Background: an optimization exercise with open tools, aiming at small area and a short achievable clock period. Do not read the settings as production practice. The RTL was checked by simulation tests, not by an equivalence proof against the original design.

==> inputs of run C <==
// conv1d
module conv1d (
    input clk,
    input rst_n,
    input w_valid,
    input [47:0] w_in,
    input [15:0] x,
    input [15:0] b,
    output [31:0] y
);
export LEC_CHECK = 0
export CAP_MARGIN = 75
export CORE_MARGIN = 2
export CORE_UTILIZATION = 65
export PLACE_DENSITY = 0.75
export SETUP_SLACK_MARGIN = 5
export SLEW_MARGIN = 75
export SYNTH_HIERARCHICAL = 1
export SYNTH_MINIMUM_KEEP_SIZE = 0
create_clock -name core_clock -period 10.0 [get_ports {clk}]
standard.sh (not shown) runs the stock make flow with config.mk's settings and CLKGATE_MAP_FILE= SYNTH_SCRIPT=/design/flow/synth_recipe.tcl, a recipe that flattens the netlist after the stock synthesis.
==> flow/flow/run.sh <==
#!/bin/bash
# The standard layout (the standard.sh, unchanged), with plain buf_1
# cells as the port buffers instead of the delay buffers that ORFS's
# buffer_ports picks by default.  standard.sh's full output goes to
# standard.log; ORFS writes each step's log under orfs/logs/.
export BUFFER_PORTS_ARGS="-buffer_cell sky130_fd_sc_hd__buf_1"
bash standard.sh > standard.log 2>&1
==> run P (differences from run C) <==
--- a/flow/design.v
+++ b/flow/design.v
@@ -1710,13 +1710,13 @@
   wire m2_131 = ((w2n[12] & none[7]) | (w2n[11] & ntwo[7])) ^ nneg[7];
   wire m2_132 = ((w2n[13] & none[7]) | (w2n[12] & ntwo[7])) ^ nneg[7];
   wire m2_133 = ((w2n[14] & none[7]) | (w2n[13] & ntwo[7])) ^ nneg[7];
   wire m2_134 = ((w2n[15] & none[7]) | (w2n[14] & ntwo[7])) ^ nneg[7];
   wire m2_135 = ~(((w2n[15] & none[7]) | (w2n[15] & ntwo[7])) ^ nneg[7]);
   wire m2_136, m2_137;
-  HA_2_2 u_m2_136 (.a(nneg[6]), .b(bc0_12), .cout(m2_137), .sum(m2_136));
+  HA_2_2 u_m2_136 (.a(bc0_12), .b(bc1_12), .cout(m2_137), .sum(m2_136));
   wire m2_138, m2_139;
   HA_2_2 u_m2_138 (.a(bc0_13), .b(bc1_13), .cout(m2_139), .sum(m2_138));
   wire m2_140, m2_141;
   CSA_3_2 u_m2_140 (.a(bc0_14), .b(bc1_14), .cin(nneg[7]), .cout(m2_141), .sum(m2_140));
   wire m2_142, m2_143;
   HA_2_2 u_m2_142 (.a(m2_104), .b(m2_119), .cout(m2_143), .sum(m2_142));
@@ -1730,37 +1730,37 @@
   HA_2_2 u_m2_150 (.a(m2_121), .b(m2_16), .cout(m2_151), .sum(m2_150));
   wire m2_152, m2_153;
   CSA_3_2 u_m2_152 (.a(bc0_17), .b(bc1_17), .cin(m2_107), .cout(m2_153), .sum(m2_152));
   wire m2_154, m2_155;
   HA_2_2 u_m2_154 (.a(bc0_18), .b(bc1_18), .cout(m2_155), .sum(m2_154));
   wire m2_156, m2_157;
-  HA_2_2 u_m2_156 (.a(nneg[3]), .b(bc0_6), .cout(m2_157), .sum(m2_156));
+  HA_2_2 u_m2_156 (.a(bc0_6), .b(bc1_6), .cout(m2_157), .sum(m2_156));
   wire m2_158, m2_159;
   HA_2_2 u_m2_158 (.a(bc0_7), .b(bc1_7), .cout(m2_159), .sum(m2_158));
   wire m2_160, m2_161;
-  CSA_3_2 u_m2_160 (.a(nneg[4]), .b(bc0_8), .cin(bc1_8), .cout(m2_161), .sum(m2_160));
+  CSA_3_2 u_m2_160 (.a(bc0_8), .b(bc1_8), .cin(nneg[4]), .cout(m2_161), .sum(m2_160));
   wire m2_162, m2_163;
   HA_2_2 u_m2_162 (.a(m2_23), .b(m2_38), .cout(m2_163), .sum(m2_162));
   wire m2_164, m2_165;
   CSA_3_2 u_m2_164 (.a(bc0_9), .b(bc1_9), .cin(m2_24), .cout(m2_165), .sum(m2_164));
   wire m2_166, m2_167;
   HA_2_2 u_m2_166 (.a(m2_39), .b(m2_54), .cout(m2_167), .sum(m2_166));
   wire m2_168, m2_169;
-  CSA_3_2 u_m2_168 (.a(nneg[5]), .b(bc0_10), .cin(bc1_10), .cout(m2_169), .sum(m2_168));
+  CSA_3_2 u_m2_168 (.a(bc0_10), .b(bc1_10), .cin(nneg[5]), .cout(m2_169), .sum(m2_168));
   wire m2_170, m2_171;
   CSA_3_2 u_m2_170 (.a(m2_10), .b(m2_25), .cin(m2_40), .cout(m2_171), .sum(m2_170));
   wire m2_172, m2_173;
   HA_2_2 u_m2_172 (.a(m2_55), .b(m2_70), .cout(m2_173), .sum(m2_172));
   wire m2_174, m2_175;
   CSA_3_2 u_m2_174 (.a(bc0_11), .b(bc1_11), .cin(m2_11), .cout(m2_175), .sum(m2_174));
   wire m2_176, m2_177;
   CSA_3_2 u_m2_176 (.a(m2_26), .b(m2_41), .cin(m2_56), .cout(m2_177), .sum(m2_176));
   wire m2_178, m2_179;
   HA_2_2 u_m2_178 (.a(m2_71), .b(m2_86), .cout(m2_179), .sum(m2_178));
   wire m2_180, m2_181;
-  CSA_3_2 u_m2_180 (.a(bc1_12), .b(m2_136), .cin(m2_102), .cout(m2_181), .sum(m2_180));
+  CSA_3_2 u_m2_180 (.a(m2_136), .b(nneg[6]), .cin(m2_102), .cout(m2_181), .sum(m2_180));
   wire m2_182, m2_183;
   CSA_3_2 u_m2_182 (.a(m2_12), .b(m2_27), .cin(m2_42), .cout(m2_183), .sum(m2_182));
   wire m2_184, m2_185;
   CSA_3_2 u_m2_184 (.a(m2_57), .b(m2_72), .cin(m2_87), .cout(m2_185), .sum(m2_184));
   wire m2_186, m2_187;
   CSA_3_2 u_m2_186 (.a(m2_137), .b(m2_138), .cin(m2_103), .cout(m2_187), .sum(m2_186));
@@ -2528,41 +2528,41 @@
       bc1_28 <= m1_462;
       bc0_29 <= m1_464;
       bc1_29 <= m1_463;
       bc0_30 <= m1_466;
       bc1_30 <= m1_465;
       bc0_31 <= m1_467;
-      sc0_0 <= nneg[0];
-      sc1_0 <= bc0_0;
-      sc2_0 <= bc1_0;
+      sc0_0 <= bc0_0;
+      sc1_0 <= bc1_0;
+      sc2_0 <= nneg[0];
       sc3_0 <= m2_0;
       sc0_1 <= bc0_1;
       sc1_1 <= bc1_1;
       sc2_1 <= m2_1;
-      sc0_2 <= nneg[1];
-      sc1_2 <= bc0_2;
-      sc2_2 <= bc1_2;
+      sc0_2 <= bc0_2;
+      sc1_2 <= bc1_2;
+      sc2_2 <= nneg[1];
       sc3_2 <= m2_17;
       sc4_2 <= m2_2;
       sc0_3 <= bc0_3;
       sc1_3 <= bc1_3;
       sc2_3 <= m2_18;
       sc3_3 <= m2_3;
-      sc0_4 <= nneg[2];
-      sc1_4 <= bc0_4;
-      sc2_4 <= bc1_4;
+      sc0_4 <= bc0_4;
+      sc1_4 <= bc1_4;
+      sc2_4 <= nneg[2];
       sc3_4 <= m2_19;
       sc4_4 <= m2_34;
       sc5_4 <= m2_4;
       sc0_5 <= bc0_5;
       sc1_5 <= bc1_5;
       sc2_5 <= m2_20;
       sc3_5 <= m2_35;
       sc4_5 <= m2_5;
-      sc0_6 <= bc1_6;
-      sc1_6 <= m2_156;
+      sc0_6 <= m2_156;
+      sc1_6 <= nneg[3];
       sc2_6 <= m2_21;
       sc3_6 <= m2_36;
       sc4_6 <= m2_51;
       sc5_6 <= m2_6;
       sc0_7 <= m2_157;
       sc1_7 <= m2_158;
CAP_MARGIN = 70   (was 75)
SLEW_MARGIN = 70   (was 75)
==> reports/metrics.sh <==
CRIT_PATH_START='sc0_6'
WORSTPATHREQUIRED_PS=10520
FRACTION_OF_STANDARD_CELL_AREA_IN_MULTI_INPUT_LOGIC_PCT=52.8
RUN_STATUS='no timing/DRC/antenna violations'
INITIAL_UTILIZATION_PCT=66.1
-- figures above: run C

==> reports/metrics.sh <==
INITIAL_UTILIZATION_PCT=66.0
FINAL.MIN_CLOCK_PERIOD_PS=4140
RUN_STATUS='no timing/DRC/antenna violations'
WORSTSETUPPATHDEPTH=14
CRIT_PATH_START='dneg[3]'
WORSTPATHREQUIRED_PS=10480
FRACTION_OF_STANDARD_CELL_AREA_IN_MULTI_INPUT_LOGIC_PCT=53.5
-- figures above: run P

## what the ideal ports hide
In the flow no input, the clock included, has a driving cell. The finished layouts below were timed again as built, in two steps. Step 1, drivers: a clkbuf_16 drives clk and a buf_2 each remaining input, both assumed. Step 2 times the ports against the registers' clock, not the clock port: input delays grow and output delays shrink by t, the midpoint of the rising clock arrivals with the driver on. Three values: ideal, step 1, step 2; two values: the first two.
run | t, ns | slack for setup (ns) | worst setup path after step 2 | latest minus earliest clock arrival (ns) | worst data-port slew with drivers (ns)
run C | 0.653 | 6.025 / 6.025 / 5.562 | input to register | 0.036 / 0.036 | 0.07
run P | 0.649 | 5.856 / 5.856 / 5.466 | input to register | 0.025 / 0.024 | 0.08
After both steps every run listed still meets setup and hold. The setup slack of run C, which loses most, moves by 0.000 ns with the drivers and by -0.463 ns with both steps.
